Context: an optimization exercise on an open-source flow, tuned for a short achievable clock period. The choices shown serve that exercise and are no tape-out recipe. In this exercise RTL edits were held to simulation tests only and were not proved equivalent to the original. In every run shown here, the design's own scripts or RTL, not TritonCTS, make the clock network. The clock input has no modelled driver; a real chip could not lean on it and would need a root buffer or a full tree. Power is estimated from default activity; no workload was simulated.

File: design/flow/design.v
module alu(OPA, OPB, CIN, INP_VALID, CLK, RST, CMD, CE, MODE, COUT, OFLOW, RES, G, E, L, ERR);
    input [7:0] OPA, OPB;
    input CLK, RST, CE, MODE, CIN;
    input [1:0] INP_VALID;
    input [3:0] CMD;
    output reg [15:0] RES;
    output reg COUT, OFLOW, G, E, L, ERR;
    wire vab = INP_VALID[0] & INP_VALID[1];
    wire va = INP_VALID[0];
    wire vb = INP_VALID[1];
    wire am = CE & MODE;
    wire lm = CE & ~MODE;
    wire d_add = am & vab & (CMD == 4'd0);
    wire d_sub = am & vab & (CMD == 4'd1);
    wire d_addc = am & vab & (CMD == 4'd2);
    wire d_subc = am & vab & (CMD == 4'd3);
    wire d_inca = am & va & (CMD == 4'd4);
    wire d_deca = am & va & (CMD == 4'd5);
    wire d_incb = am & vb & (CMD == 4'd6);
    wire d_decb = am & vb & (CMD == 4'd7);
    wire d_cmp = am & vab & (CMD == 4'd8);
    wire d_sadd = am & vab & (CMD == 4'd11);
    wire d_ssub = am & vab & (CMD == 4'd12);
    wire d_and = lm & vab & (CMD == 4'd0);
    wire d_nand = lm & vab & (CMD == 4'd1);
    wire d_or = lm & vab & (CMD == 4'd2);
    wire d_nor = lm & vab & (CMD == 4'd3);
    wire d_xor = lm & vab & (CMD == 4'd4);
    wire d_xnor = lm & vab & (CMD == 4'd5);
    wire d_nota = lm & va & (CMD == 4'd6);
    wire d_notb = lm & vb & (CMD == 4'd7);
    wire d_shra = lm & va & (CMD == 4'd8);
    wire d_shla = lm & va & (CMD == 4'd9);
    wire d_shrb = lm & vb & (CMD == 4'd10);
    wire d_shlb = lm & vb & (CMD == 4'd11);
    wire d_rol = lm & vab & (CMD == 4'd12);
    wire d_ror = lm & vab & (CMD == 4'd13);
    wire mul_en = am & vab & (CMD[3:2] == 2'b10) & (CMD[1] ^ CMD[0]);
    wire [9:0] y = {2'b00, OPB};
    wire [9:0] xa = {2'b00, OPA};
    wire b0i_y0 = 1'b1, b0i_y1 = y[0], b0i_y2 = y[1];
    wire one0i = b0i_y1 ^ b0i_y0;
    wire e0i = b0i_y2 ^ b0i_y1;
    wire [8:0] row0i_d = {9{b0i_y2}} ^ (one0i ? xa[8:0] : ({9{e0i}} & {xa[7:0], 1'b1}));
    wire b0s_y0 = 1'b0, b0s_y1 = y[0], b0s_y2 = y[1];
    wire one0s = b0s_y1 ^ b0s_y0;
    wire e0s = b0s_y2 ^ b0s_y1;
    wire [8:0] row0s_d = {9{b0s_y2}} ^ (one0s ? xa[8:0] : ({9{e0s}} & {xa[7:0], 1'b0}));
    wire cor0i_d = ~y[1] | y[0];
    wire cor0s_d = y[1];
    wire b1_y0 = y[1], b1_y1 = y[2], b1_y2 = y[3];
    wire one1 = b1_y1 ^ b1_y0;               
    wire e1 = b1_y2 ^ b1_y1;                 
    wire [8:1] row1_d = {8{b1_y2}} ^ (one1 ? xa[8:1] : ({8{e1}} & xa[7:0]));
    wire row1i0_d = b1_y2 ^ (one1 ? xa[0] : e1);
    wire row1s0_d = b1_y2 ^ (one1 & xa[0]);
    wire cor1i_d = (~b1_y2 & (b1_y1 | b1_y0)) | (b1_y2 & b1_y1 & b1_y0);
    wire cor1s_d = b1_y2;
    wire b2_y0 = y[3], b2_y1 = y[4], b2_y2 = y[5];
    wire one2 = b2_y1 ^ b2_y0;               
    wire e2 = b2_y2 ^ b2_y1;                 
    wire [8:1] row2_d = {8{b2_y2}} ^ (one2 ? xa[8:1] : ({8{e2}} & xa[7:0]));
    wire row2i0_d = b2_y2 ^ (one2 ? xa[0] : e2);
    wire row2s0_d = b2_y2 ^ (one2 & xa[0]);
    wire cor2i_d = (~b2_y2 & (b2_y1 | b2_y0)) | (b2_y2 & b2_y1 & b2_y0);
    wire cor2s_d = b2_y2;
    wire b3_y0 = y[5], b3_y1 = y[6], b3_y2 = y[7];
    wire one3 = b3_y1 ^ b3_y0;               
    wire e3 = b3_y2 ^ b3_y1;                 
    wire [8:1] row3_d = {8{b3_y2}} ^ (one3 ? xa[8:1] : ({8{e3}} & xa[7:0]));
    wire row3i0_d = b3_y2 ^ (one3 ? xa[0] : e3);
    wire row3s0_d = b3_y2 ^ (one3 & xa[0]);
    wire cor3i_d = (~b3_y2 & (b3_y1 | b3_y0)) | (b3_y2 & b3_y1 & b3_y0);
    wire cor3s_d = b3_y2;
    wire b4_y0 = y[7], b4_y1 = y[8], b4_y2 = y[9];
    wire one4 = b4_y1 ^ b4_y0;               
    wire e4 = b4_y2 ^ b4_y1;                 
    wire [7:1] row4_d = {7{b4_y2}} ^ (one4 ? xa[7:1] : ({7{e4}} & xa[6:0]));
    wire row4i0_d = b4_y2 ^ (one4 ? xa[0] : e4);
    wire row4s0_d = b4_y2 ^ (one4 & xa[0]);
    wire cor4i_d = (~b4_y2 & (b4_y1 | b4_y0)) | (b4_y2 & b4_y1 & b4_y0);
    wire cor4s_d = b4_y2;
    wire [15:0] rol_d = {OPA, OPA} << OPB[2:0];
    wire [15:0] ror_d = {OPA, OPA} >> OPB[2:0];
    wire cu_d = CIN & ~CMD[3] & CMD[1] & ~CMD[0];       
    wire cv_d = ~(CIN & ~CMD[3] & CMD[1] & CMD[0]);    
    reg [8:0] row0i_q, row0s_q;
    reg cor0i_q, cor0s_q;
    reg [8:1] row1_q;
    reg row1i0_q, row1s0_q, cor1i_q, cor1s_q;
    reg [8:1] row2_q;
    reg row2i0_q, row2s0_q, cor2i_q, cor2s_q;
    reg [8:1] row3_q;
    reg row3i0_q, row3s0_q, cor3i_q, cor3s_q;
    reg [7:1] row4_q;
    reg row4i0_q, row4s0_q, cor4i_q, cor4s_q;
    reg [3:0] sgn_q;         
    reg m_inc_q, m_sft_q;
    reg [7:0] a_q, b_q;
    reg [7:0] rol_q, ror_q;    
    reg err1_q;                
    reg [7:0] ug_q, up_q, vg_q, vp_q;
    reg ug0c_q, vg0c_q;
    reg cu_q, cv_q, bmax_cin_q, za_q, zb_q;
    reg q_add;
    reg q_sub;
    reg q_addc;
    reg q_subc;
    reg q_inca;
    reg q_deca;
    reg q_incb;
    reg q_decb;
    reg q_cmp;
    reg q_sadd;
    reg q_ssub;
    reg q_and;
    reg q_nand;
    reg q_or;
    reg q_nor;
    reg q_xor;
    reg q_xnor;
    reg q_nota;
    reg q_notb;
    reg q_shra;
    reg q_shla;
    reg q_shrb;
    reg q_shlb;
    reg q_rol;
    reg q_ror;
    always @(posedge CLK) begin
        row0i_q <= row0i_d; row0s_q <= row0s_d;
        cor0i_q <= cor0i_d; cor0s_q <= cor0s_d;
        row1_q <= row1_d;
        row1i0_q <= row1i0_d; row1s0_q <= row1s0_d;
        cor1i_q <= cor1i_d; cor1s_q <= cor1s_d;
        row2_q <= row2_d;
        row2i0_q <= row2i0_d; row2s0_q <= row2s0_d;
        cor2i_q <= cor2i_d; cor2s_q <= cor2s_d;
        row3_q <= row3_d;
        row3i0_q <= row3i0_d; row3s0_q <= row3s0_d;
        cor3i_q <= cor3i_d; cor3s_q <= cor3s_d;
        row4_q <= row4_d;
        row4i0_q <= row4i0_d; row4s0_q <= row4s0_d;
        cor4i_q <= cor4i_d; cor4s_q <= cor4s_d;
        sgn_q <= {OPB[7], OPB[5], OPB[3], OPB[1]};
        m_inc_q <= mul_en & CMD[0];
        m_sft_q <= mul_en & ~CMD[0];
        a_q <= OPA;
        rol_q <= rol_d[15:8];
        ror_q <= ror_d[7:0];
        err1_q <= (d_rol | d_ror) & (|OPB[7:3]);
        ug_q <= OPA & OPB;
        up_q <= OPA ^ OPB;
        vg_q <= OPA & ~OPB;
        vp_q <= ~(OPA ^ OPB);
        ug0c_q <= (OPA[0] & OPB[0]) | ((OPA[0] ^ OPB[0]) & cu_d);
        vg0c_q <= (OPA[0] & ~OPB[0]) | (~(OPA[0] ^ OPB[0]) & cv_d);
        b_q <= OPB;
        cu_q <= cu_d;
        cv_q <= cv_d;
        bmax_cin_q <= CIN & (&OPB);
        za_q <= (OPA == 8'd0);
        zb_q <= (OPB == 8'd0);
        q_add <= d_add;
        q_sub <= d_sub;
        q_addc <= d_addc;
        q_subc <= d_subc;
        q_inca <= d_inca;
        q_deca <= d_deca;
        q_incb <= d_incb;
        q_decb <= d_decb;
        q_cmp <= d_cmp;
        q_sadd <= d_sadd;
        q_ssub <= d_ssub;
        q_and <= d_and;
        q_nand <= d_nand;
        q_or <= d_or;
        q_nor <= d_nor;
        q_xor <= d_xor;
        q_xnor <= d_xnor;
        q_nota <= d_nota;
        q_notb <= d_notb;
        q_shra <= d_shra;
        q_shla <= d_shla;
        q_shrb <= d_shrb;
        q_shlb <= d_shlb;
        q_rol <= d_rol;
        q_ror <= d_ror;
    end
    wire u_G0_1 = ug_q[1] | (up_q[1] & ug0c_q);
    wire u_G0_2 = ug_q[2] | (up_q[2] & ug_q[1]);
    wire u_P0_2 = up_q[2] & up_q[1];
    wire u_G0_3 = ug_q[3] | (up_q[3] & ug_q[2]);
    wire u_P0_3 = up_q[3] & up_q[2];
    wire u_G0_4 = ug_q[4] | (up_q[4] & ug_q[3]);
    wire u_P0_4 = up_q[4] & up_q[3];
    wire u_G0_5 = ug_q[5] | (up_q[5] & ug_q[4]);
    wire u_P0_5 = up_q[5] & up_q[4];
    wire u_G0_6 = ug_q[6] | (up_q[6] & ug_q[5]);
    wire u_P0_6 = up_q[6] & up_q[5];
    wire u_G0_7 = ug_q[7] | (up_q[7] & ug_q[6]);
    wire u_P0_7 = up_q[7] & up_q[6];
    wire u_G1_2 = u_G0_2 | (u_P0_2 & ug0c_q);
    wire u_G1_3 = u_G0_3 | (u_P0_3 & u_G0_1);
    wire u_G1_4 = u_G0_4 | (u_P0_4 & u_G0_2);
    wire u_P1_4 = u_P0_4 & u_P0_2;
    wire u_G1_5 = u_G0_5 | (u_P0_5 & u_G0_3);
    wire u_P1_5 = u_P0_5 & u_P0_3;
    wire u_G1_6 = u_G0_6 | (u_P0_6 & u_G0_4);
    wire u_P1_6 = u_P0_6 & u_P0_4;
    wire u_G1_7 = u_G0_7 | (u_P0_7 & u_G0_5);
    wire u_P1_7 = u_P0_7 & u_P0_5;
    wire u_G2_4 = u_G1_4 | (u_P1_4 & ug0c_q);
    wire u_G2_5 = u_G1_5 | (u_P1_5 & u_G0_1);
    wire u_G2_6 = u_G1_6 | (u_P1_6 & u_G1_2);
    wire u_G2_7 = u_G1_7 | (u_P1_7 & u_G1_3);
    wire v_G0_1 = vg_q[1] | (vp_q[1] & vg0c_q);
    wire v_G0_2 = vg_q[2] | (vp_q[2] & vg_q[1]);
    wire v_P0_2 = vp_q[2] & vp_q[1];
    wire v_G0_3 = vg_q[3] | (vp_q[3] & vg_q[2]);
    wire v_P0_3 = vp_q[3] & vp_q[2];
    wire v_G0_4 = vg_q[4] | (vp_q[4] & vg_q[3]);
    wire v_P0_4 = vp_q[4] & vp_q[3];
    wire v_G0_5 = vg_q[5] | (vp_q[5] & vg_q[4]);
    wire v_P0_5 = vp_q[5] & vp_q[4];
    wire v_G0_6 = vg_q[6] | (vp_q[6] & vg_q[5]);
    wire v_P0_6 = vp_q[6] & vp_q[5];
    wire v_G0_7 = vg_q[7] | (vp_q[7] & vg_q[6]);
    wire v_P0_7 = vp_q[7] & vp_q[6];
    wire v_G1_2 = v_G0_2 | (v_P0_2 & vg0c_q);
    wire v_G1_3 = v_G0_3 | (v_P0_3 & v_G0_1);
    wire v_G1_4 = v_G0_4 | (v_P0_4 & v_G0_2);
    wire v_P1_4 = v_P0_4 & v_P0_2;
    wire v_G1_5 = v_G0_5 | (v_P0_5 & v_G0_3);
    wire v_P1_5 = v_P0_5 & v_P0_3;
    wire v_G1_6 = v_G0_6 | (v_P0_6 & v_G0_4);
    wire v_P1_6 = v_P0_6 & v_P0_4;
    wire v_G1_7 = v_G0_7 | (v_P0_7 & v_G0_5);
    wire v_P1_7 = v_P0_7 & v_P0_5;
    wire v_G2_4 = v_G1_4 | (v_P1_4 & vg0c_q);
    wire v_G2_5 = v_G1_5 | (v_P1_5 & v_G0_1);
    wire v_G2_6 = v_G1_6 | (v_P1_6 & v_G1_2);
    wire v_G2_7 = v_G1_7 | (v_P1_7 & v_G1_3);
    wire [7:0] su = {(up_q[7] ^ u_G2_6), (up_q[6] ^ u_G2_5), (up_q[5] ^ u_G2_4), (up_q[4] ^ u_G1_3), (up_q[3] ^ u_G1_2), (up_q[2] ^ u_G0_1), (up_q[1] ^ ug0c_q), (up_q[0] ^ cu_q)};
    wire cu8 = u_G2_7;
    wire [7:0] sv = {(vp_q[7] ^ v_G2_6), (vp_q[6] ^ v_G2_5), (vp_q[5] ^ v_G2_4), (vp_q[4] ^ v_G1_3), (vp_q[3] ^ v_G1_2), (vp_q[2] ^ v_G0_1), (vp_q[1] ^ vg0c_q), (vp_q[0] ^ cv_q)};
    wire cv8 = v_G2_7;
    wire [7:0] ia = a_q + 8'd1;
    wire [7:0] da = a_q - 8'd1;
    wire [7:0] ib = b_q + 8'd1;
    wire [7:0] db = b_q - 8'd1;
    wire s8a = up_q[7] ^ cu8;      
    wire s8s = vp_q[7] ^ cv8;      
    wire eq = &vp_q;
    wire zsa = ~(|su) & ~s8a;
    wire zss = ~(|sv) & ~s8s;
    wire berr = |b_q[7:3];
    wire [7:0] lo8 =
          ({8{q_add | q_addc | q_sadd}} & su)
        | ({8{q_sub | q_subc | q_ssub}} & sv)
        | ({8{q_inca}} & ia) | ({8{q_deca}} & da) | ({8{q_incb}} & ib) | ({8{q_decb}} & db)
        | ({8{q_and}} & (a_q & b_q)) | ({8{q_nand}} & ~(a_q & b_q))
        | ({8{q_or}} & (a_q | b_q)) | ({8{q_nor}} & ~(a_q | b_q))
        | ({8{q_xor}} & (a_q ^ b_q)) | ({8{q_xnor}} & ~(a_q ^ b_q))
        | ({8{q_nota}} & ~a_q) | ({8{q_notb}} & ~b_q)
        | ({8{q_shra}} & {1'b0, a_q[7:1]}) | ({8{q_shla}} & {a_q[6:0], 1'b0})
        | ({8{q_shrb}} & {1'b0, b_q[7:1]}) | ({8{q_shlb}} & {b_q[6:0], 1'b0})
        | ({8{q_rol & ~berr}} & rol_q) | ({8{q_ror & ~berr}} & ror_q);
    wire hi = (q_sadd & s8a) | (q_ssub & s8s);
    wire [15:0] other = {{8{hi}}, lo8};
    wire cout_d = ((q_add | q_addc) & cu8) | (q_sadd & s8a) | (q_ssub & s8s);
    wire oflow_d = (q_sub & ~cv8) | (q_subc & ~cv8 & ~bmax_cin_q)
        | (q_deca & za_q) | (q_decb & zb_q)
        | (q_sadd & ~up_q[7] & (su[7] ^ ug_q[7]))      
        | (q_ssub & ~vp_q[7] & (sv[7] ^ vg_q[7]));     
    wire g_d = (q_cmp & cv8 & ~eq) | (q_sadd & ~s8a & ~zsa) | (q_ssub & ~s8s & ~zss);
    wire e_d = (q_cmp & eq) | (q_sadd & zsa) | (q_ssub & zss);
    wire l_d = (q_cmp & ~cv8) | (q_sadd & s8a) | (q_ssub & s8s);
    wire err_d = err1_q;
    wire t0s = row0i_q[6] ^ row1_q[4];
    wire t0c = row0i_q[6] & row1_q[4];
    wire t1s = row0i_q[7] ^ row1_q[5];
    wire t1c = row0i_q[7] & row1_q[5];
    wire t2s = row0i_q[8] ^ row1_q[6] ^ row2_q[4];
    wire t2c = (row0i_q[8] & row1_q[6]) | (row0i_q[8] & row2_q[4]) | (row1_q[6] & row2_q[4]);
    wire t3s = row3_q[2] ^ row4i0_q;
    wire t3c = row3_q[2] & row4i0_q;
    wire t4s = row1_q[7] ^ row2_q[5] ^ row3_q[3];
    wire t4c = (row1_q[7] & row2_q[5]) | (row1_q[7] & row3_q[3]) | (row2_q[5] & row3_q[3]);
    wire t5s = row4_q[1] ^ sgn_q[0];
    wire t5c = row4_q[1] & sgn_q[0];
    wire t6s = row1_q[8] ^ row2_q[6] ^ row3_q[4];
    wire t6c = (row1_q[8] & row2_q[6]) | (row1_q[8] & row3_q[4]) | (row2_q[6] & row3_q[4]);
    wire t7s = row4_q[2] ^ sgn_q[0];
    wire t7c = row4_q[2] & sgn_q[0];
    wire t8s = row2_q[7] ^ row3_q[5] ^ row4_q[3];
    wire t8c = (row2_q[7] & row3_q[5]) | (row2_q[7] & row4_q[3]) | (row3_q[5] & row4_q[3]);
    wire t9s = ~sgn_q[1] ^ ~sgn_q[0];
    wire t9c = ~sgn_q[1] & ~sgn_q[0];
    wire t10s = row2_q[8] ^ row3_q[6] ^ row4_q[4];
    wire t10c = (row2_q[8] & row3_q[6]) | (row2_q[8] & row4_q[4]) | (row3_q[6] & row4_q[4]);
    wire t11s = row0i_q[4] ^ row1_q[2];
    wire t11c = row0i_q[4] & row1_q[2];
    wire t12s = row0i_q[5] ^ row1_q[3];
    wire t12c = row0i_q[5] & row1_q[3];
    wire t13s = t0s ^ row2_q[2] ^ row3i0_q;
    wire t13c = (t0s & row2_q[2]) | (t0s & row3i0_q) | (row2_q[2] & row3i0_q);
    wire t14s = t0c ^ t1s ^ row2_q[3];
    wire t14c = (t0c & t1s) | (t0c & row2_q[3]) | (t1s & row2_q[3]);
    wire t15s = t1c ^ t2s ^ t3s;
    wire t15c = (t1c & t2s) | (t1c & t3s) | (t2s & t3s);
    wire t16s = t2c ^ t3c ^ t4s;
    wire t16c = (t2c & t3c) | (t2c & t4s) | (t3c & t4s);
    wire t17s = t4c ^ t5c ^ t6s;
    wire t17c = (t4c & t5c) | (t4c & t6s) | (t5c & t6s);
    wire t18s = t6c ^ t7c ^ t8s;
    wire t18c = (t6c & t7c) | (t6c & t8s) | (t7c & t8s);
    wire t19s = t8c ^ t9c ^ t10s;
    wire t19c = (t8c & t9c) | (t8c & t10s) | (t9c & t10s);
    wire t20s = t10c ^ row3_q[7] ^ row4_q[5];
    wire t20c = (t10c & row3_q[7]) | (t10c & row4_q[5]) | (row3_q[7] & row4_q[5]);
    wire t21s = row3_q[8] ^ row4_q[6];
    wire t21c = row3_q[8] & row4_q[6];
    wire t22s = row0i_q[2] ^ row1i0_q;
    wire t22c = row0i_q[2] & row1i0_q;
    wire t23s = row0i_q[3] ^ row1_q[1];
    wire t23c = row0i_q[3] & row1_q[1];
    wire t24s = t11s ^ row2i0_q ^ cor2i_q;
    wire t24c = (t11s & row2i0_q) | (t11s & cor2i_q) | (row2i0_q & cor2i_q);
    wire t25s = t11c ^ t12s ^ row2_q[1];
    wire t25c = (t11c & t12s) | (t11c & row2_q[1]) | (t12s & row2_q[1]);
    wire t26s = t12c ^ t13s ^ cor3i_q;
    wire t26c = (t12c & t13s) | (t12c & cor3i_q) | (t13s & cor3i_q);
    wire t27s = t13c ^ t14s ^ row3_q[1];
    wire t27c = (t13c & t14s) | (t13c & row3_q[1]) | (t14s & row3_q[1]);
    wire t28s = t14c ^ t15s ^ cor4i_q;
    wire t28c = (t14c & t15s) | (t14c & cor4i_q) | (t15s & cor4i_q);
    wire t29s = t15c ^ t16s ^ t5s;
    wire t29c = (t15c & t16s) | (t15c & t5s) | (t16s & t5s);
    wire t30s = t16c ^ t17s ^ t7s;
    wire t30c = (t16c & t17s) | (t16c & t7s) | (t17s & t7s);
    wire t31s = t17c ^ t18s ^ t9s;
    wire t31c = (t17c & t18s) | (t17c & t9s) | (t18s & t9s);
    wire t32s = t18c ^ t19s ^ 1'b1;
    wire t32c = (t18c & t19s) | (t18c & 1'b1) | (t19s & 1'b1);
    wire t33s = t19c ^ t20s ^ ~sgn_q[2];
    wire t33c = (t19c & t20s) | (t19c & ~sgn_q[2]) | (t20s & ~sgn_q[2]);
    wire t34s = t20c ^ t21s ^ 1'b1;
    wire t34c = (t20c & t21s) | (t20c & 1'b1) | (t21s & 1'b1);
    wire t35s = t21c ^ row4_q[7] ^ ~sgn_q[3];
    wire t35c = (t21c & row4_q[7]) | (t21c & ~sgn_q[3]) | (row4_q[7] & ~sgn_q[3]);
    wire fi_g0 = row0i_q[0] & cor0i_q & m_inc_q;
    wire fi_p0 = (row0i_q[0] ^ cor0i_q) & m_inc_q;
    wire fi_g1 = row0i_q[1] & 1'b0 & m_inc_q;
    wire fi_p1 = (row0i_q[1] ^ 1'b0) & m_inc_q;
    wire fi_g2 = t22s & cor1i_q & m_inc_q;
    wire fi_p2 = (t22s ^ cor1i_q) & m_inc_q;
    wire fi_g3 = t22c & t23s & m_inc_q;
    wire fi_p3 = (t22c ^ t23s) & m_inc_q;
    wire fi_g4 = t23c & t24s & m_inc_q;
    wire fi_p4 = (t23c ^ t24s) & m_inc_q;
    wire fi_g5 = t24c & t25s & m_inc_q;
    wire fi_p5 = (t24c ^ t25s) & m_inc_q;
    wire fi_g6 = t25c & t26s & m_inc_q;
    wire fi_p6 = (t25c ^ t26s) & m_inc_q;
    wire fi_g7 = t26c & t27s & m_inc_q;
    wire fi_p7 = (t26c ^ t27s) & m_inc_q;
    wire fi_g8 = t27c & t28s & m_inc_q;
    wire fi_p8 = (t27c ^ t28s) & m_inc_q;
    wire fi_g9 = t28c & t29s & m_inc_q;
    wire fi_p9 = (t28c ^ t29s) & m_inc_q;
    wire fi_g10 = t29c & t30s & m_inc_q;
    wire fi_p10 = (t29c ^ t30s) & m_inc_q;
    wire fi_g11 = t30c & t31s & m_inc_q;
    wire fi_p11 = (t30c ^ t31s) & m_inc_q;
    wire fi_g12 = t31c & t32s & m_inc_q;
    wire fi_p12 = (t31c ^ t32s) & m_inc_q;
    wire fi_g13 = t32c & t33s & m_inc_q;
    wire fi_p13 = (t32c ^ t33s) & m_inc_q;
    wire fi_g14 = t33c & t34s & m_inc_q;
    wire fi_p14 = (t33c ^ t34s) & m_inc_q;
    wire fi_g15 = t34c & t35s & m_inc_q;
    wire fi_p15 = (t34c ^ t35s) & m_inc_q;
    wire fi_G0_1 = fi_g1 | (fi_p1 & fi_g0);
    wire fi_G0_2 = fi_g2 | (fi_p2 & fi_g1);
    wire fi_P0_2 = fi_p2 & fi_p1;
    wire fi_G0_3 = fi_g3 | (fi_p3 & fi_g2);
    wire fi_P0_3 = fi_p3 & fi_p2;
    wire fi_G0_4 = fi_g4 | (fi_p4 & fi_g3);
    wire fi_P0_4 = fi_p4 & fi_p3;
    wire fi_G0_5 = fi_g5 | (fi_p5 & fi_g4);
    wire fi_P0_5 = fi_p5 & fi_p4;
    wire fi_G0_6 = fi_g6 | (fi_p6 & fi_g5);
    wire fi_P0_6 = fi_p6 & fi_p5;
    wire fi_G0_7 = fi_g7 | (fi_p7 & fi_g6);
    wire fi_P0_7 = fi_p7 & fi_p6;
    wire fi_G0_8 = fi_g8 | (fi_p8 & fi_g7);
    wire fi_P0_8 = fi_p8 & fi_p7;
    wire fi_G0_9 = fi_g9 | (fi_p9 & fi_g8);
    wire fi_P0_9 = fi_p9 & fi_p8;
    wire fi_G0_10 = fi_g10 | (fi_p10 & fi_g9);
    wire fi_P0_10 = fi_p10 & fi_p9;
    wire fi_G0_11 = fi_g11 | (fi_p11 & fi_g10);
    wire fi_P0_11 = fi_p11 & fi_p10;
    wire fi_G0_12 = fi_g12 | (fi_p12 & fi_g11);
    wire fi_P0_12 = fi_p12 & fi_p11;
    wire fi_G0_13 = fi_g13 | (fi_p13 & fi_g12);
    wire fi_P0_13 = fi_p13 & fi_p12;
    wire fi_G0_14 = fi_g14 | (fi_p14 & fi_g13);
    wire fi_P0_14 = fi_p14 & fi_p13;
    wire fi_G0_15 = fi_g15 | (fi_p15 & fi_g14);
    wire fi_P0_15 = fi_p15 & fi_p14;
    wire fi_G1_2 = fi_G0_2 | (fi_P0_2 & fi_g0);
    wire fi_G1_3 = fi_G0_3 | (fi_P0_3 & fi_G0_1);
    wire fi_G1_4 = fi_G0_4 | (fi_P0_4 & fi_G0_2);
    wire fi_P1_4 = fi_P0_4 & fi_P0_2;
    wire fi_G1_5 = fi_G0_5 | (fi_P0_5 & fi_G0_3);
    wire fi_P1_5 = fi_P0_5 & fi_P0_3;
    wire fi_G1_6 = fi_G0_6 | (fi_P0_6 & fi_G0_4);
    wire fi_P1_6 = fi_P0_6 & fi_P0_4;
    wire fi_G1_7 = fi_G0_7 | (fi_P0_7 & fi_G0_5);
    wire fi_P1_7 = fi_P0_7 & fi_P0_5;
    wire fi_G1_8 = fi_G0_8 | (fi_P0_8 & fi_G0_6);
    wire fi_P1_8 = fi_P0_8 & fi_P0_6;
    wire fi_G1_9 = fi_G0_9 | (fi_P0_9 & fi_G0_7);
    wire fi_P1_9 = fi_P0_9 & fi_P0_7;
    wire fi_G1_10 = fi_G0_10 | (fi_P0_10 & fi_G0_8);
    wire fi_P1_10 = fi_P0_10 & fi_P0_8;
    wire fi_G1_11 = fi_G0_11 | (fi_P0_11 & fi_G0_9);
    wire fi_P1_11 = fi_P0_11 & fi_P0_9;
    wire fi_G1_12 = fi_G0_12 | (fi_P0_12 & fi_G0_10);
    wire fi_P1_12 = fi_P0_12 & fi_P0_10;
    wire fi_G1_13 = fi_G0_13 | (fi_P0_13 & fi_G0_11);
    wire fi_P1_13 = fi_P0_13 & fi_P0_11;
    wire fi_G1_14 = fi_G0_14 | (fi_P0_14 & fi_G0_12);
    wire fi_P1_14 = fi_P0_14 & fi_P0_12;
    wire fi_G1_15 = fi_G0_15 | (fi_P0_15 & fi_G0_13);
    wire fi_P1_15 = fi_P0_15 & fi_P0_13;
    wire fi_G2_4 = fi_G1_4 | (fi_P1_4 & fi_g0);
    wire fi_G2_5 = fi_G1_5 | (fi_P1_5 & fi_G0_1);
    wire fi_G2_6 = fi_G1_6 | (fi_P1_6 & fi_G1_2);
    wire fi_G2_7 = fi_G1_7 | (fi_P1_7 & fi_G1_3);
    wire fi_G2_8 = fi_G1_8 | (fi_P1_8 & fi_G1_4);
    wire fi_P2_8 = fi_P1_8 & fi_P1_4;
    wire fi_G2_9 = fi_G1_9 | (fi_P1_9 & fi_G1_5);
    wire fi_P2_9 = fi_P1_9 & fi_P1_5;
    wire fi_G2_10 = fi_G1_10 | (fi_P1_10 & fi_G1_6);
    wire fi_P2_10 = fi_P1_10 & fi_P1_6;
    wire fi_G2_11 = fi_G1_11 | (fi_P1_11 & fi_G1_7);
    wire fi_P2_11 = fi_P1_11 & fi_P1_7;
    wire fi_G2_12 = fi_G1_12 | (fi_P1_12 & fi_G1_8);
    wire fi_P2_12 = fi_P1_12 & fi_P1_8;
    wire fi_G2_13 = fi_G1_13 | (fi_P1_13 & fi_G1_9);
    wire fi_P2_13 = fi_P1_13 & fi_P1_9;
    wire fi_G2_14 = fi_G1_14 | (fi_P1_14 & fi_G1_10);
    wire fi_P2_14 = fi_P1_14 & fi_P1_10;
    wire fi_G2_15 = fi_G1_15 | (fi_P1_15 & fi_G1_11);
    wire fi_P2_15 = fi_P1_15 & fi_P1_11;
    wire fi_G3_8 = fi_G2_8 | (fi_P2_8 & fi_g0);
    wire fi_G3_9 = fi_G2_9 | (fi_P2_9 & fi_G0_1);
    wire fi_G3_10 = fi_G2_10 | (fi_P2_10 & fi_G1_2);
    wire fi_G3_11 = fi_G2_11 | (fi_P2_11 & fi_G1_3);
    wire fi_G3_12 = fi_G2_12 | (fi_P2_12 & fi_G2_4);
    wire fi_G3_13 = fi_G2_13 | (fi_P2_13 & fi_G2_5);
    wire fi_G3_14 = fi_G2_14 | (fi_P2_14 & fi_G2_6);
    wire fi_G3_15 = fi_G2_15 | (fi_P2_15 & fi_G2_7);
    wire t36s = row0s_q[6] ^ row1_q[4];
    wire t36c = row0s_q[6] & row1_q[4];
    wire t37s = row0s_q[7] ^ row1_q[5];
    wire t37c = row0s_q[7] & row1_q[5];
    wire t38s = row0s_q[8] ^ row1_q[6] ^ row2_q[4];
    wire t38c = (row0s_q[8] & row1_q[6]) | (row0s_q[8] & row2_q[4]) | (row1_q[6] & row2_q[4]);
    wire t39s = row3_q[2] ^ row4s0_q;
    wire t39c = row3_q[2] & row4s0_q;
    wire t40s = row1_q[7] ^ row2_q[5] ^ row3_q[3];
    wire t40c = (row1_q[7] & row2_q[5]) | (row1_q[7] & row3_q[3]) | (row2_q[5] & row3_q[3]);
    wire t41s = row4_q[1] ^ sgn_q[0];
    wire t41c = row4_q[1] & sgn_q[0];
    wire t42s = row1_q[8] ^ row2_q[6] ^ row3_q[4];
    wire t42c = (row1_q[8] & row2_q[6]) | (row1_q[8] & row3_q[4]) | (row2_q[6] & row3_q[4]);
    wire t43s = row4_q[2] ^ sgn_q[0];
    wire t43c = row4_q[2] & sgn_q[0];
    wire t44s = row2_q[7] ^ row3_q[5] ^ row4_q[3];
    wire t44c = (row2_q[7] & row3_q[5]) | (row2_q[7] & row4_q[3]) | (row3_q[5] & row4_q[3]);
    wire t45s = ~sgn_q[1] ^ ~sgn_q[0];
    wire t45c = ~sgn_q[1] & ~sgn_q[0];
    wire t46s = row2_q[8] ^ row3_q[6] ^ row4_q[4];
    wire t46c = (row2_q[8] & row3_q[6]) | (row2_q[8] & row4_q[4]) | (row3_q[6] & row4_q[4]);
    wire t47s = row0s_q[4] ^ row1_q[2];
    wire t47c = row0s_q[4] & row1_q[2];
    wire t48s = row0s_q[5] ^ row1_q[3];
    wire t48c = row0s_q[5] & row1_q[3];
    wire t49s = t36s ^ row2_q[2] ^ row3s0_q;
    wire t49c = (t36s & row2_q[2]) | (t36s & row3s0_q) | (row2_q[2] & row3s0_q);
    wire t50s = t36c ^ t37s ^ row2_q[3];
    wire t50c = (t36c & t37s) | (t36c & row2_q[3]) | (t37s & row2_q[3]);
    wire t51s = t37c ^ t38s ^ t39s;
    wire t51c = (t37c & t38s) | (t37c & t39s) | (t38s & t39s);
    wire t52s = t38c ^ t39c ^ t40s;
    wire t52c = (t38c & t39c) | (t38c & t40s) | (t39c & t40s);
    wire t53s = t40c ^ t41c ^ t42s;
    wire t53c = (t40c & t41c) | (t40c & t42s) | (t41c & t42s);
    wire t54s = t42c ^ t43c ^ t44s;
    wire t54c = (t42c & t43c) | (t42c & t44s) | (t43c & t44s);
    wire t55s = t44c ^ t45c ^ t46s;
    wire t55c = (t44c & t45c) | (t44c & t46s) | (t45c & t46s);
    wire t56s = t46c ^ row3_q[7] ^ row4_q[5];
    wire t56c = (t46c & row3_q[7]) | (t46c & row4_q[5]) | (row3_q[7] & row4_q[5]);
    wire t57s = row3_q[8] ^ row4_q[6];
    wire t57c = row3_q[8] & row4_q[6];
    wire t58s = row0s_q[2] ^ row1s0_q;
    wire t58c = row0s_q[2] & row1s0_q;
    wire t59s = row0s_q[3] ^ row1_q[1];
    wire t59c = row0s_q[3] & row1_q[1];
    wire t60s = t47s ^ row2s0_q ^ cor2s_q;
    wire t60c = (t47s & row2s0_q) | (t47s & cor2s_q) | (row2s0_q & cor2s_q);
    wire t61s = t47c ^ t48s ^ row2_q[1];
    wire t61c = (t47c & t48s) | (t47c & row2_q[1]) | (t48s & row2_q[1]);
    wire t62s = t48c ^ t49s ^ cor3s_q;
    wire t62c = (t48c & t49s) | (t48c & cor3s_q) | (t49s & cor3s_q);
    wire t63s = t49c ^ t50s ^ row3_q[1];
    wire t63c = (t49c & t50s) | (t49c & row3_q[1]) | (t50s & row3_q[1]);
    wire t64s = t50c ^ t51s ^ cor4s_q;
    wire t64c = (t50c & t51s) | (t50c & cor4s_q) | (t51s & cor4s_q);
    wire t65s = t51c ^ t52s ^ t41s;
    wire t65c = (t51c & t52s) | (t51c & t41s) | (t52s & t41s);
    wire t66s = t52c ^ t53s ^ t43s;
    wire t66c = (t52c & t53s) | (t52c & t43s) | (t53s & t43s);
    wire t67s = t53c ^ t54s ^ t45s;
    wire t67c = (t53c & t54s) | (t53c & t45s) | (t54s & t45s);
    wire t68s = t54c ^ t55s ^ 1'b1;
    wire t68c = (t54c & t55s) | (t54c & 1'b1) | (t55s & 1'b1);
    wire t69s = t55c ^ t56s ^ ~sgn_q[2];
    wire t69c = (t55c & t56s) | (t55c & ~sgn_q[2]) | (t56s & ~sgn_q[2]);
    wire t70s = t56c ^ t57s ^ 1'b1;
    wire t70c = (t56c & t57s) | (t56c & 1'b1) | (t57s & 1'b1);
    wire fs_g0 = 1'b0 & 1'b0 & m_sft_q;
    wire fs_p0 = (1'b0 ^ 1'b0) & m_sft_q;
    wire fs_g1 = row0s_q[0] & cor0s_q & m_sft_q;
    wire fs_p1 = (row0s_q[0] ^ cor0s_q) & m_sft_q;
    wire fs_g2 = row0s_q[1] & 1'b0 & m_sft_q;
    wire fs_p2 = (row0s_q[1] ^ 1'b0) & m_sft_q;
    wire fs_g3 = t58s & cor1s_q & m_sft_q;
    wire fs_p3 = (t58s ^ cor1s_q) & m_sft_q;
    wire fs_g4 = t58c & t59s & m_sft_q;
    wire fs_p4 = (t58c ^ t59s) & m_sft_q;
    wire fs_g5 = t59c & t60s & m_sft_q;
    wire fs_p5 = (t59c ^ t60s) & m_sft_q;
    wire fs_g6 = t60c & t61s & m_sft_q;
    wire fs_p6 = (t60c ^ t61s) & m_sft_q;
    wire fs_g7 = t61c & t62s & m_sft_q;
    wire fs_p7 = (t61c ^ t62s) & m_sft_q;
    wire fs_g8 = t62c & t63s & m_sft_q;
    wire fs_p8 = (t62c ^ t63s) & m_sft_q;
    wire fs_g9 = t63c & t64s & m_sft_q;
    wire fs_p9 = (t63c ^ t64s) & m_sft_q;
    wire fs_g10 = t64c & t65s & m_sft_q;
    wire fs_p10 = (t64c ^ t65s) & m_sft_q;
    wire fs_g11 = t65c & t66s & m_sft_q;
    wire fs_p11 = (t65c ^ t66s) & m_sft_q;
    wire fs_g12 = t66c & t67s & m_sft_q;
    wire fs_p12 = (t66c ^ t67s) & m_sft_q;
    wire fs_g13 = t67c & t68s & m_sft_q;
    wire fs_p13 = (t67c ^ t68s) & m_sft_q;
    wire fs_g14 = t68c & t69s & m_sft_q;
    wire fs_p14 = (t68c ^ t69s) & m_sft_q;
    wire fs_g15 = t69c & t70s & m_sft_q;
    wire fs_p15 = (t69c ^ t70s) & m_sft_q;
    wire fs_G0_1 = fs_g1 | (fs_p1 & fs_g0);
    wire fs_G0_2 = fs_g2 | (fs_p2 & fs_g1);
    wire fs_P0_2 = fs_p2 & fs_p1;
    wire fs_G0_3 = fs_g3 | (fs_p3 & fs_g2);
    wire fs_P0_3 = fs_p3 & fs_p2;
    wire fs_G0_4 = fs_g4 | (fs_p4 & fs_g3);
    wire fs_P0_4 = fs_p4 & fs_p3;
    wire fs_G0_5 = fs_g5 | (fs_p5 & fs_g4);
    wire fs_P0_5 = fs_p5 & fs_p4;
    wire fs_G0_6 = fs_g6 | (fs_p6 & fs_g5);
    wire fs_P0_6 = fs_p6 & fs_p5;
    wire fs_G0_7 = fs_g7 | (fs_p7 & fs_g6);
    wire fs_P0_7 = fs_p7 & fs_p6;
    wire fs_G0_8 = fs_g8 | (fs_p8 & fs_g7);
    wire fs_P0_8 = fs_p8 & fs_p7;
    wire fs_G0_9 = fs_g9 | (fs_p9 & fs_g8);
    wire fs_P0_9 = fs_p9 & fs_p8;
    wire fs_G0_10 = fs_g10 | (fs_p10 & fs_g9);
    wire fs_P0_10 = fs_p10 & fs_p9;
    wire fs_G0_11 = fs_g11 | (fs_p11 & fs_g10);
    wire fs_P0_11 = fs_p11 & fs_p10;
    wire fs_G0_12 = fs_g12 | (fs_p12 & fs_g11);
    wire fs_P0_12 = fs_p12 & fs_p11;
    wire fs_G0_13 = fs_g13 | (fs_p13 & fs_g12);
    wire fs_P0_13 = fs_p13 & fs_p12;
    wire fs_G0_14 = fs_g14 | (fs_p14 & fs_g13);
    wire fs_P0_14 = fs_p14 & fs_p13;
    wire fs_G0_15 = fs_g15 | (fs_p15 & fs_g14);
    wire fs_P0_15 = fs_p15 & fs_p14;
    wire fs_G1_2 = fs_G0_2 | (fs_P0_2 & fs_g0);
    wire fs_G1_3 = fs_G0_3 | (fs_P0_3 & fs_G0_1);
    wire fs_G1_4 = fs_G0_4 | (fs_P0_4 & fs_G0_2);
    wire fs_P1_4 = fs_P0_4 & fs_P0_2;
    wire fs_G1_5 = fs_G0_5 | (fs_P0_5 & fs_G0_3);
    wire fs_P1_5 = fs_P0_5 & fs_P0_3;
    wire fs_G1_6 = fs_G0_6 | (fs_P0_6 & fs_G0_4);
    wire fs_P1_6 = fs_P0_6 & fs_P0_4;
    wire fs_G1_7 = fs_G0_7 | (fs_P0_7 & fs_G0_5);
    wire fs_P1_7 = fs_P0_7 & fs_P0_5;
    wire fs_G1_8 = fs_G0_8 | (fs_P0_8 & fs_G0_6);
    wire fs_P1_8 = fs_P0_8 & fs_P0_6;
    wire fs_G1_9 = fs_G0_9 | (fs_P0_9 & fs_G0_7);
    wire fs_P1_9 = fs_P0_9 & fs_P0_7;
    wire fs_G1_10 = fs_G0_10 | (fs_P0_10 & fs_G0_8);
    wire fs_P1_10 = fs_P0_10 & fs_P0_8;
    wire fs_G1_11 = fs_G0_11 | (fs_P0_11 & fs_G0_9);
    wire fs_P1_11 = fs_P0_11 & fs_P0_9;
    wire fs_G1_12 = fs_G0_12 | (fs_P0_12 & fs_G0_10);
    wire fs_P1_12 = fs_P0_12 & fs_P0_10;
    wire fs_G1_13 = fs_G0_13 | (fs_P0_13 & fs_G0_11);
    wire fs_P1_13 = fs_P0_13 & fs_P0_11;
    wire fs_G1_14 = fs_G0_14 | (fs_P0_14 & fs_G0_12);
    wire fs_P1_14 = fs_P0_14 & fs_P0_12;
    wire fs_G1_15 = fs_G0_15 | (fs_P0_15 & fs_G0_13);
    wire fs_P1_15 = fs_P0_15 & fs_P0_13;
    wire fs_G2_4 = fs_G1_4 | (fs_P1_4 & fs_g0);
    wire fs_G2_5 = fs_G1_5 | (fs_P1_5 & fs_G0_1);
    wire fs_G2_6 = fs_G1_6 | (fs_P1_6 & fs_G1_2);
    wire fs_G2_7 = fs_G1_7 | (fs_P1_7 & fs_G1_3);
    wire fs_G2_8 = fs_G1_8 | (fs_P1_8 & fs_G1_4);
    wire fs_P2_8 = fs_P1_8 & fs_P1_4;
    wire fs_G2_9 = fs_G1_9 | (fs_P1_9 & fs_G1_5);
    wire fs_P2_9 = fs_P1_9 & fs_P1_5;
    wire fs_G2_10 = fs_G1_10 | (fs_P1_10 & fs_G1_6);
    wire fs_P2_10 = fs_P1_10 & fs_P1_6;
    wire fs_G2_11 = fs_G1_11 | (fs_P1_11 & fs_G1_7);
    wire fs_P2_11 = fs_P1_11 & fs_P1_7;
    wire fs_G2_12 = fs_G1_12 | (fs_P1_12 & fs_G1_8);
    wire fs_P2_12 = fs_P1_12 & fs_P1_8;
    wire fs_G2_13 = fs_G1_13 | (fs_P1_13 & fs_G1_9);
    wire fs_P2_13 = fs_P1_13 & fs_P1_9;
    wire fs_G2_14 = fs_G1_14 | (fs_P1_14 & fs_G1_10);
    wire fs_P2_14 = fs_P1_14 & fs_P1_10;
    wire fs_G2_15 = fs_G1_15 | (fs_P1_15 & fs_G1_11);
    wire fs_P2_15 = fs_P1_15 & fs_P1_11;
    wire fs_G3_8 = fs_G2_8 | (fs_P2_8 & fs_g0);
    wire fs_G3_9 = fs_G2_9 | (fs_P2_9 & fs_G0_1);
    wire fs_G3_10 = fs_G2_10 | (fs_P2_10 & fs_G1_2);
    wire fs_G3_11 = fs_G2_11 | (fs_P2_11 & fs_G1_3);
    wire fs_G3_12 = fs_G2_12 | (fs_P2_12 & fs_G2_4);
    wire fs_G3_13 = fs_G2_13 | (fs_P2_13 & fs_G2_5);
    wire fs_G3_14 = fs_G2_14 | (fs_P2_14 & fs_G2_6);
    wire fs_G3_15 = fs_G2_15 | (fs_P2_15 & fs_G2_7);
    wire [15:0] res_d = {((fi_p15 | fs_p15 | other[15]) ^ (fi_G3_14 | fs_G3_14)), ((fi_p14 | fs_p14 | other[14]) ^ (fi_G3_13 | fs_G3_13)), ((fi_p13 | fs_p13 | other[13]) ^ (fi_G3_12 | fs_G3_12)), ((fi_p12 | fs_p12 | other[12]) ^ (fi_G3_11 | fs_G3_11)), ((fi_p11 | fs_p11 | other[11]) ^ (fi_G3_10 | fs_G3_10)), ((fi_p10 | fs_p10 | other[10]) ^ (fi_G3_9 | fs_G3_9)), ((fi_p9 | fs_p9 | other[9]) ^ (fi_G3_8 | fs_G3_8)), ((fi_p8 | fs_p8 | other[8]) ^ (fi_G2_7 | fs_G2_7)), ((fi_p7 | fs_p7 | other[7]) ^ (fi_G2_6 | fs_G2_6)), ((fi_p6 | fs_p6 | other[6]) ^ (fi_G2_5 | fs_G2_5)), ((fi_p5 | fs_p5 | other[5]) ^ (fi_G2_4 | fs_G2_4)), ((fi_p4 | fs_p4 | other[4]) ^ (fi_G1_3 | fs_G1_3)), ((fi_p3 | fs_p3 | other[3]) ^ (fi_G1_2 | fs_G1_2)), ((fi_p2 | fs_p2 | other[2]) ^ (fi_G0_1 | fs_G0_1)), ((fi_p1 | fs_p1 | other[1]) ^ (fi_g0 | fs_g0)), ((fi_p0 | fs_p0 | other[0]) ^ (1'b0 | 1'b0))};
    always @(posedge CLK or posedge RST) begin
        if (RST) begin
            RES <= 16'd0;
            COUT <= 1'b0; OFLOW <= 1'b0; G <= 1'b0; E <= 1'b0; L <= 1'b0; ERR <= 1'b0;
        end
        else begin
            RES <= res_d;
            COUT <= cout_d; OFLOW <= oflow_d; G <= g_d; E <= e_d; L <= l_d; ERR <= err_d;
        end
    end
endmodule
File: design/flow/flow/run.sh
#!/bin/bash
# Standard ORFS flow (the standard.sh) with:
#  - the standard flow's synthesis script wrapped so that ABC uses flow/abc_speed.script, and no
#    full-adder cell extraction;
#  - input port buffers resized and a hand-built two-level clock tree
#    (flow/pre_cts.tcl, flow/manual_cts.tcl) in place of TritonCTS;
#  - repair_timing aiming well below the 8 ns constraint.
W=$(pwd)
export MY_FLOW_DIR=$W/flow
export MY_ABC_SCRIPT=$W/flow/abc_speed.script
export FLOW_SYNTH_TCL=$W/synth_recipe.tcl
export MCTS_NROOT=4
export MCTS_NLEAF=2
bash standard.sh SYNTH_SCRIPT=$W/flow/my_synth.tcl ADDER_MAP_FILE= ABC_CLOCK_PERIOD_IN_PS=1000 \
  PRE_CTS_TCL=$W/flow/pre_cts.tcl POST_CTS_TCL=$W/flow/post_cts.tcl SETUP_SLACK_MARGIN=5.6 finish > flow_make.log 2>&1
File: design/flow/flow/abc_speed.script
strash
&get -n
&st
&if -g -K 6
&syn2
&if -g -K 6
&put
dch -f
map {D}
buffer
upsize {D}
dnsize {D}
stime -p
File: design/flow/flow/manual_cts.tcl
proc mcts_split {items key} {
  set s [lsort -real -index $key $items]
  set h [expr {[llength $s] / 2}]
  return [list [lrange $s 0 [expr {$h - 1}]] [lrange $s $h end]]
}
proc mcts_groups {items n} {
  set groups [list $items]
  set key 1
  while {[llength $groups] < $n} {
    set ng {}
    foreach g $groups { lappend ng {*}[mcts_split $g $key] }
    set groups $ng
    set key [expr {$key == 1 ? 2 : 1}]
  }
  return $groups
}
proc mcts_center {g} {
  set sx 0; set sy 0
  foreach e $g { set sx [expr {$sx + [lindex $e 1]}]; set sy [expr {$sy + [lindex $e 2]}] }
  return [list [expr {int($sx / [llength $g])}] [expr {int($sy / [llength $g])}]]
}
proc mcts_buffer {block master name innet g} {
  lassign [mcts_center $g] cx cy
  set inst [odb::dbInst_create $block $master $name]
  set net [odb::dbNet_create $block "${name}_net"]
  $net setSigType CLOCK
  [$inst findITerm A] connect $innet
  [$inst findITerm X] connect $net
  foreach e $g { set it [lindex $e 0]; $it disconnect; $it connect $net }
  $inst setLocation $cx $cy
  $inst setPlacementStatus PLACED
  return [list [$inst findITerm A] $cx $cy]
}
proc manual_cts {args} {
  set nroot [expr {[info exists ::env(MCTS_NROOT)] ? $::env(MCTS_NROOT) : 4}]
  set nleaf [expr {[info exists ::env(MCTS_NLEAF)] ? $::env(MCTS_NLEAF) : 1}]
  set block [ord::get_db_block]
  set master [[ord::get_db] findMaster sky130_fd_sc_hd__clkbuf_16]
  set clknet [[$block findBTerm CLK] getNet]
  set items {}
  foreach it [$clknet getITerms] {
    set b [[$it getInst] getBBox]
    lappend items [list $it [expr {([$b xMin] + [$b xMax]) / 2}] [expr {([$b yMin] + [$b yMax]) / 2}]]
  }
  puts "manual_cts: [llength $items] sinks, $nroot root buffers, $nleaf leaf buffers each"
  set r 0
  foreach g [mcts_groups $items $nroot] {
    if {$nleaf > 1} {
      # leaf buffers first, on the clock port's net; then the root buffer takes them over
      set leaves {}
      set l 0
      foreach lg [mcts_groups $g $nleaf] {
        lappend leaves [mcts_buffer $block $master "clkbuf_m_${r}_$l" $clknet $lg]
        puts "manual_cts: leaf $r.$l drives [llength $lg] sinks"
        incr l
      }
      mcts_buffer $block $master "clkbuf_m_$r" $clknet $leaves
    } else {
      mcts_buffer $block $master "clkbuf_m_$r" $clknet $g
      puts "manual_cts: root $r drives [llength $g] sinks"
    }
    incr r
  }
}
File: design/flow/flow/my_synth.tcl
# The standard flow's synthesis script (synth_recipe.tcl), with Yosys's abc pass given our own ABC
# script: SOP balancing before a delay-driven standard-cell map.
proc abc {args} {
  set i [lsearch -exact $args -script]
  if {$i >= 0} { lset args [expr {$i + 1}] $::env(MY_ABC_SCRIPT) }
  yosys abc {*}$args
}
source $::env(FLOW_SYNTH_TCL)
File: design/flow/flow/post_cts.tcl
# End of ORFS's CTS step: size up the weakest logic cells (drive 0, low-power inverters)
# left by repair_timing, run one more round of timing repair, and legalize again.
foreach inst [get_cells *] {
  set m [get_property $inst ref_name]
  if {[regexp {^sky130_fd_sc_hd__([a-z0-9]+)_0$} $m -> base]} {
    catch { replace_cell $inst sky130_fd_sc_hd__${base}_1 }
  } elseif {[regexp {^sky130_fd_sc_hd__clkinvlp_([0-9]+)$} $m -> n]} {
    catch { replace_cell $inst sky130_fd_sc_hd__inv_$n }
  }
}
estimate_parasitics -placement
repair_timing_helper
detailed_placement
check_placement -verbose
File: design/flow/flow/pre_cts.tcl
# Start of ORFS's CTS step.
# 1. Input port buffers: a buf_8 on every input port (the standard flow's rule: every port keeps a
#    buffer); the ports fan out widely and the placement-time buffers are small.
foreach inst [get_cells input*] {
  set m [get_property $inst ref_name]
  if {[string match "sky130_fd_sc_hd__*buf*" $m]} {
    replace_cell $inst sky130_fd_sc_hd__buf_8
  }
}
# 2. Replace TritonCTS by the clock tree of manual_cts.tcl; the rest of the step
#    (legalization, timing repair) runs unchanged.
source $::env(MY_FLOW_DIR)/manual_cts.tcl
rename clock_tree_synthesis tritoncts_clock_tree_synthesis
proc clock_tree_synthesis {args} { manual_cts }
File: design/flow/standard.sh
#!/bin/bash
# synth_recipe.tcl (not shown) runs the flow's synth.tcl, then flattens the netlist and writes it again
# the make line also repeats each setting of config.mk as NAME=value (left out here)
make -C /OpenROAD-flow-scripts/flow DESIGN_CONFIG=/design/flow/config.mk WORK_HOME=/design/flow/orfs CLKGATE_MAP_FILE= SYNTH_SCRIPT=/design/flow/synth_recipe.tcl "${@:-finish}"
File: design/flow/config.mk
export PLATFORM = sky130hd
export DESIGN_NAME = alu
export DESIGN_NICKNAME = alu
export VERILOG_FILES = /design/flow/design.v
export SDC_FILE = /design/flow/constraint.sdc
export NUM_CORES = 4
export LEC_CHECK = 0
export CAP_MARGIN = 20
export CORE_MARGIN = 2
export CORE_UTILIZATION = 40
export SLEW_MARGIN = 20
File: design/flow/constraint.sdc
create_clock -name core_clock -period 8.0 [get_ports {CLK}]
set_input_delay 1.6000 -clock core_clock [delete_from_list [all_inputs] [get_ports {CLK}]]
set_output_delay 1.6000 -clock core_clock [all_outputs]
set_load 0.01 [all_outputs]
==> results by group, run 1 <==
Power and ir drop
  – Switching pwr: 1.019 mW
  – Clk pwr share: 0.209
  – Maximum vdd ir drop: 0.1509 mV
  – Sw Ratio: 0.3874
  – PnR Total Power: 2.632 mW
  – Combinational power share: 0.390
  – Internal power: 1.612 mW
  – Sequential Power Share: 0.401
  – Leakage power summed over all cells: 7.181 nW
  – Pwr Density: 160.2 nW/µm²

Worst setup path
  – Crit path max-delay cell type: sky130_fd_sc_hd__dfrtp_1
  – Terminus of the critical flop-to-flop path: RES[15]
  – Critical R2R Launch: b_q[1]
  – Cells traversed along the worst timing path: buf_6
  – Number of buffers and inverters on the critical path: 1
  – Worst setup path endpoint: RES[13]
  – Data required time of the worst path: 6.40 ns
  – Instance count on the critical path: 1
  – Category of the critical setup timing path: flop to output pin
  – Worst setup path startpoint: RES[13]
  – WP data arrival: 0.83 ns
  – Maximum fanout along the worst path: 1
  – FF-to-FF path depth: 11
  – Sort of element at the start of the critical path: flop
  – Peak per-stage delay on the critical path: 0.39 ns
  – Reg2reg setup slack: 5.57 ns
  – Kind of cell adding the most delay to the critical path: flip-flops
  – Endpoint class of the critical path: output pin

Synthesis
  – Prevailing post-synth register cell: sky130_fd_sc_hd__dfxtp_1
  – Share of synthesized cell area in and, or, nand and nor gates: 0.3937
  – Post-Synthesis Mean Instance Area: 6.603 µm²
  – Proportion of netlist area held by the largest area contributor: 0.2589
  – Most numerous cell in the Yosys netlist: sky130_fd_sc_hd__nand2_1
  – Most used standard cells in the synthesized netlist: sky130_fd_sc_hd__nand2_1, sky130_fd_sc_hd__nand3_1, sky130_fd_sc_hd__nor2_1
  – Yosys synthesis warning count: 1
  – Synth Area in XOR/XNOR: 0.02079
  – Post-Synthesis Cells: 1850
  – Post-Synthesis Cell Area: 12220 µm²
  – Share of synthesized cell area in full adder, half adder and majority cells: 0
  – Mux share of post-synthesis cell area: 0.0008194
  – Area leader, netlist: sky130_fd_sc_hd__dfxtp_1
  – Number of storage elements in the synthesis netlist: 180
  – Number of enable-type register cells in the synthesized netlist: 0
  – Dominant combinational cell family by area after synthesis: simple AND/OR/NAND/NOR gates
  – Proportion of synthesized chip area in sequential cells: 0.3040
  – Unique cell type count in the Yosys netlist: 68
  – Syn_nets: 1877
  – Area fraction in compound gates after synthesis: 0.2107
  – Top area cells in the synthesized netlist: sky130_fd_sc_hd__dfxtp_1, sky130_fd_sc_hd__nand2_1, sky130_fd_sc_hd__nand3_1
  – Async set or reset register ratio after synthesis: 0.1222

Worst hold path
  – Classification of the worst-slack hold path: flop to flop

Timing
  – Setup Total Neg Slack: 0 ns
  – Top achievable clock speed: 0.4110 GHz
  – Final number of hold-violating endpoints: 0
  – Final period util: 0.3041
  – RSZ-0062 raised after global routing: yes
  – Final WS setup: 5.567 ns
  – Min Tclk post-route: 2.433 ns
  – Setup-violating endpoint count in the final report: 0
  – Slew of the pin with the lowest slew margin: 0.5493 ns
  – Pins over their slew limit: 0
  – Worst slew margin relative to its limit: 0.6327
  – Worst clock skew: 0.05062 ns

Global routing
  – Number of antenna violations at the first check in global routing: 2
  – Overflow left after global routing: 0
  – Total routing resource utilization after global routing: 0.3208
  – Pin count of the biggest net entering global routing: 30
  – Number of global-route vias before repair: 13.51k
  – Global-route wire length before repair: 79.30 mm

Floorplanning
  – Die area: 31950 µm²
  – Effective utilization at floorplan: 0.4089
  – I/O pin total: 49
  – Die X-Extent: 178.8 µm
  – Core footprint: 29870 µm²
  – Number of rows in the core area: 63
  – Die extent in y: 178.8 µm

Drt
  – Avg WL per Cell: 21.70 µm
  – Number of detailed-route iterations in the first pass: 6
  – DRC violation total after the first TritonRoute iteration: 1933
  – Total routed wirelength: 52.28 mm
  – Remaining DRCs: 0
  – DR vias: 14.94k
  – Antenna Violating Nets Remaining: 0
  – Vias/cell: 6.203

Placed design
  – Count of input and output buffers: 48
  – Routability Congestion: 0.9456
  – Worst slack, placed: 3.394 ns
  – HPWL after DPL: 37.24 mm

Layout
  – Number of diodes: 0
  – Area growth from synthesis to layout: 34.49%
  – Post-layout nets: 2048
  – Share of final-layout standard cells stronger than drive strength 1: 0.2774

Clock tree
  – Reg clk slew, reported paths: 0.12 ns
  – Latest clock arrival within the worst-skew pair: 0.32 ns

Outcome
  – Run status: complete, no violations

Run
  – Maxcap violations: 0
[worst min path at each step]
stage,from,end,slack (ns),depth (start not counted)
floorplan,err1_q,ERR,0.32,0
global placement,err1_q,ERR,0.41,0
detailed placement,err1_q,ERR,0.40,0
global route,err1_q,ERR,0.40,0
finish,err1_q,ERR,0.41,0
[layer usage]
layer	part of all wire	global-route usage	up-vias	wire length, µm
met5	0.00021	0	-	11
met4	0.041	0.1026	2	2138
met3	0.097	0.04071	153	5083
met2	0.42	0.4821	852	21840
met1	0.44	0.4724	7004	23210
li1	-	-	6933	-
[metrics by stage]
step / std cells / cell area [µm²] / hold WS (ns) / utilization
finish: 2409 / 16430 / 0.4065 / 0.5499
global route: 2409 / 16430 / 0.4043 / 0.5499
detailed placement: 2246 / 13110 / 0.3971 / 0.4390
global placement: 2246 / 13110 / 0.4061 / 0.4390
floorplan: 1850 / 12390 / 0.3163 / -
[layout make-up]
cell class / instances / area [µm²]
Buffer: 12 / 300.3
Fill cell: 2787 / 13450
Inverter: 175 / 802.0
Multi-Input combinational cell: 1448 / 8891
Sequential cell: 180 / 3790
Tap cell: 390 / 488.0
Timing Repair Buffer: 201 / 2141
Timing Repair inverter: 3 / 16.27
[sequential cells by signal, indices dropped and copies added, names as in the netlist, 7 cells and up]
signal / count
vp_q: 8
ror_q: 8
row2_q: 8
up_q: 8
row3_q: 8
row0s_q: 9
RES: 16
row0i_q: 9
vg_q: 7
ug_q: 7
rol_q: 8
b_q: 7
a_q: 8
row4_q: 7
row1_q: 8
[kinds of logic (layout without fill, tap and decap cells)]
family / Yosys count / in the layout
AOI/OAI and AO/OA: 385 / 385
xor gates and xnor gates: 29 / 29
buffers and inverters: 222 / 391
DFF: 180 / 180
muxes: 1 / 1
and+or+nand+nor: 1033 / 1033
[power groups by stage]
stage | sequential, mW | clock, mW | combinational (mW)
2_1_floorplan | 1.03 | 0 | 0.573
3_3_place_gp | 1.06 | 0 | 0.776
3_5_place_dp | 1.06 | 0 | 0.781
5_1_grt | 1.06 | 0.594 | 1.11
6_report | 1.06 | 0.550 | 1.03
[cells in the final DEF, fill, tap and decap left out, drive strengths merged, types with 5 or more instances in the layout]
| cell | count |
|---|---|
| xor2 | 20 |
| o21bai | 9 |
| inv | 175 |
| nor2 | 209 |
| a22oi | 21 |
| clkbuf | 33 |
| bufbuf | 5 |
| a21boi | 7 |
| o22ai | 23 |
| o211ai | 13 |
| a2111oi | 6 |
| o221ai | 32 |
| dfxtp | 158 |
| or2 | 11 |
| o21ai | 110 |
| and3 | 5 |
| a31oi | 16 |
| o21a | 9 |
| nand4 | 117 |
| a21o | 6 |
| nand3b | 12 |
| a221oi | 7 |
| and2 | 14 |
| dfrtp | 22 |
| nor4 | 9 |
| o2111ai | 13 |
| nor3 | 34 |
| buf | 175 |
| a21oi | 82 |
| xnor2 | 9 |
| nand2 | 373 |
| o2bb2ai | 8 |
| nand3 | 241 |
==> inputs of run 2 (changes only) <==
--- a/design/flow/flow/run.sh
+++ b/design/flow/flow/run.sh
@@ -14,2 +14,2 @@
 bash standard.sh SYNTH_SCRIPT=$W/flow/my_synth.tcl ADDER_MAP_FILE= ABC_CLOCK_PERIOD_IN_PS=1000 \
-  PRE_CTS_TCL=$W/flow/pre_cts.tcl POST_CTS_TCL=$W/flow/post_cts.tcl SETUP_SLACK_MARGIN=5.6 finish > flow_make.log 2>&1
+  PRE_CTS_TCL=$W/flow/pre_cts.tcl POST_CTS_TCL=$W/flow/post_cts.tcl SETUP_SLACK_MARGIN=5.8 finish > flow_make.log 2>&1
==> run 2 against run 1 <==
- global-route usage increased by 4.5 points
- critical path depth increased by 7
- synthesized area unchanged
- via count increased by 8.3%
- utilization increased by 10 points
- design area increased by 19%
- sequential power about the same
- synthesized cell count unchanged
- clock skew decreased by 0.017 ns
- sequential share of layout area decreased by 3.4 points
==> results by group, run 2 <==
Outcome
  – Run status: complete, no violations

Layout
  – Number of diodes: 0
  – Most common library cell in the layout ignoring fill and taps: sky130_fd_sc_hd__nand2_1
  – Fill cell count: 2341
  – Registers with the most flip-flops: RES (16), row0i_q (9), row0s_q (9)
  – Fin cells: 2549
  – Most frequent cells in the layout: sky130_fd_sc_hd__nand2_1, sky130_fd_sc_hd__nand3_1, sky130_fd_sc_hd__buf_4, sky130_fd_sc_hd__nand4_1, sky130_fd_sc_hd__inv_1
  – Post-layout nets: 2188
  – Max FFs per register: 16
  – Combined area of the multi-input logic cells: 10190 µm²
  – Share of final-layout standard cells stronger than drive strength 1: 0.4229
  – Post-route cell area: 19500 µm²
  – Largest Register: RES
  – Fraction of the core area covered by cells at the end of the flow: 0.6528
  – FF/Latch Area: 3845 µm²
  – Area growth from synthesis to layout: 59.65%

Global routing
  – Number of antenna violations at the first check in global routing: 0
  – Overflow left after global routing: 0
  – Met1 demand-to-capacity share in global routing: 0.4988
  – Total routing resource utilization after global routing: 0.3662
  – Number of global-route vias before repair: 14.94k
  – GR Layer Usage met2: 0.5780
  – M3 GR Usage: 0.05428
  – Pin count of the biggest net entering global routing: 24
  – Grt peak-use layer: met2
  – Global-route wire length before repair: 89.00 mm

Power and ir drop
  – Sw Ratio: 0.4040
  – Internal power: 1.720 mW
  – Sequential Power Share: 0.370
  – Switching pwr: 1.166 mW
  – Leakage power summed over all cells: 8.362 nW
  – PnR Total Power: 2.885 mW
  – Combinational power share: 0.433
  – Maximum vdd ir drop: 0.2144 mV
  – Clk pwr share: 0.197
  – Pwr Density: 147.9 nW/µm²

Synthesis
  – Proportion of netlist area held by the largest area contributor: 0.2589
  – Post-Synthesis Cells: 1850
  – Proportion of synthesized chip area in sequential cells: 0.3040
  – Prevailing post-synth register cell: sky130_fd_sc_hd__dfxtp_1
  – Top area cells in the synthesized netlist: sky130_fd_sc_hd__dfxtp_1, sky130_fd_sc_hd__nand2_1, sky130_fd_sc_hd__nand3_1
  – Most numerous cell in the Yosys netlist: sky130_fd_sc_hd__nand2_1
  – Number of storage elements in the synthesis netlist: 180
  – Number of enable-type register cells in the synthesized netlist: 0
  – Most used standard cells in the synthesized netlist: sky130_fd_sc_hd__nand2_1, sky130_fd_sc_hd__nand3_1, sky130_fd_sc_hd__nor2_1
  – Post-Synthesis Cell Area: 12220 µm²
  – Unique cell type count in the Yosys netlist: 68
  – Syn_nets: 1877
  – Yosys synthesis warning count: 1
  – Post-Synthesis Mean Instance Area: 6.603 µm²
  – Area leader, netlist: sky130_fd_sc_hd__dfxtp_1
  – Async set or reset register ratio after synthesis: 0.1222

Timing
  – Final period util: 0.3185
  – Min Tclk post-route: 2.548 ns
  – Setup-violating endpoint count in the final report: 0
  – Final number of hold-violating endpoints: 0
  – Final WS setup: 5.452 ns
  – RSZ-0062 raised after global routing: yes
  – Setup Total Neg Slack: 0 ns
  – Worst clock skew: 0.03387 ns
  – Pins over their slew limit: 0
  – Slew of the pin with the lowest slew margin: 0.4704 ns
  – Worst slew margin relative to its limit: 0.6854
  – Tightest hold margin: 0.3336 ns
  – Top achievable clock speed: 0.3924 GHz

Worst setup path
  – Kind of cell adding the most delay to the critical path: buffers and inverters
  – Endpoint class of the critical path: flop
  – Crit path max-delay cell type: sky130_fd_sc_hd__nor2_4
  – Maximum fanout along the worst path: 5
  – Terminus of the critical flop-to-flop path: RES[7]
  – WP data arrival: 2.72 ns
  – Reg2reg setup slack: 5.58 ns
  – Most repeated library cell on the critical path: sky130_fd_sc_hd__buf_6
  – Instance count on the critical path: 8
  – Worst setup path endpoint: row1_q[3]
  – Number of buffers and inverters on the critical path: 5
  – FF-to-FF path depth: 12
  – Peak per-stage delay on the critical path: 0.23 ns
  – Cells traversed along the worst timing path: buf_8 > buf_16 > clkinv_8 > buf_6 > nor2_4 > buf_6 > o21ai_1 > o211ai_1
  – Data required time of the worst path: 8.18 ns
  – Critical R2R Launch: b_q[1]
  – Worst setup path startpoint: OPB[1]
  – Category of the critical setup timing path: input pin to flop
  – Sort of element at the start of the critical path: input pin

Drt
  – Remaining DRCs: 0
  – Vias/cell: 6.349
  – DR vias: 16.18k
  – Avg WL per Cell: 24.52 µm
  – DRC violation total after the first TritonRoute iteration: 2143
  – Number of detailed-route iterations in the first pass: 8
  – Total routed wirelength: 62.51 mm
  – Antenna Violating Nets Remaining: 0

Floorplanning
  – I/O pin total: 49
  – Die extent in y: 178.8 µm
  – Number of rows in the core area: 63
  – Die area: 31950 µm²
  – Effective utilization at floorplan: 0.4089
  – Die X-Extent: 178.8 µm
  – Core footprint: 29870 µm²

Clock tree
  – Latest clock arrival within the worst-skew pair: 0.31 ns
  – Reg clk slew, reported paths: 0.09 ns

Placed design
  – Routability Congestion: 0.9550
  – Cell area after placement: 13270 µm²
  – HPWL after DPL: 37.38 mm
  – Cell total after placement: 2245
  – Worst slack, placed: 3.641 ns
  – Count of input and output buffers: 48

Run
  – Maxcap violations: 0

Worst hold path
  – Classification of the worst-slack hold path: flop to flop
## run 2: layout make-up
type / count / area share
Buffer: 12 / 0.01540
Inverter: 175 / 0.04735
Multi-Input combinational cell: 1448 / 0.5225
Sequential cell: 180 / 0.1972
Tap cell: 390 / 0.02502
Timing Repair Buffer: 338 / 0.1902
Timing Repair inverter: 6 / 0.002310
## run 2: how the worst min path moves through the flow
stage / from / endpoint / cells after the start
finish: err1_q / ERR / 0
global route: err1_q / ERR / 0
detailed placement: err1_q / ERR / 0
global placement: err1_q / ERR / 0
floorplan: err1_q / ERR / 0
## run 2: cell families (layout without fill, tap and decap cells)
kind of cell           count (synthesis)  in the layout  share of synthesized area
AND/OR/NAND/NOR                     1033           1033                     0.3937
AO/OA/AOI/OAI                        385            385                     0.2107
buffers and inverters                222            531                    0.06996
flip-flops                           180            180                     0.3040
XOR/XNOR                              29             29                    0.02079
multiplexers                           1              1                  0.0008195
## run 2: power by group through the flow
stage / sequential [mW] / combinational (mW) / clock (mW)
2_1_floorplan: 1.03 / 0.588 / 0
3_3_place_gp: 1.07 / 0.781 / 0
3_5_place_dp: 1.07 / 0.791 / 0
5_1_grt: 1.07 / 1.33 / 0.596
6_report: 1.07 / 1.25 / 0.567
## run 2: per-layer routing
layer | up-vias | share of wire
met5 | - | 0
met4 | 0 | 0.063
met3 | 276 | 0.11
met2 | 1112 | 0.43
met1 | 7574 | 0.40
li1 | 7222 | -

-- re-timing with driven ports --
The results above use ideal ports. As a check the final layouts listed here were re-extracted and re-timed, cells and wires unchanged. Step 1 sets driving cells, clkbuf_16 on the clock port and buf_2 on the other inputs (assumed; they add their load-dependent delay and slew). Step 2 moves the port delays by t, midway between the first and last clock arrival at a register: inputs arrive t later, outputs are due t later. That takes back most of the time a late clock gives input paths. Three values: ideal, step 1, step 2; two values: the first two.
| run | t, ns | setup WS [ns] | worst hold slack (ns) | clock arrival spread, ns | slew at the worst register clock pin (ns) |
|---|---|---|---|---|---|
| run 1 | 0.400 | 5.567 / 5.463 / 5.240 | 0.406 / 0.406 / 0.406 | 0.051 / 0.051 | 0.12 / 0.12 |
| run 2 | 0.394 | 5.452 / 5.474 / 5.103 | 0.334 / 0.334 / 0.334 | 0.034 / 0.034 | 0.12 / 0.12 |
After both steps setup and hold are still met in every run listed. The setup slack of run 2, which loses most, moves by +0.022 ns with the drivers and by -0.349 ns with both steps.
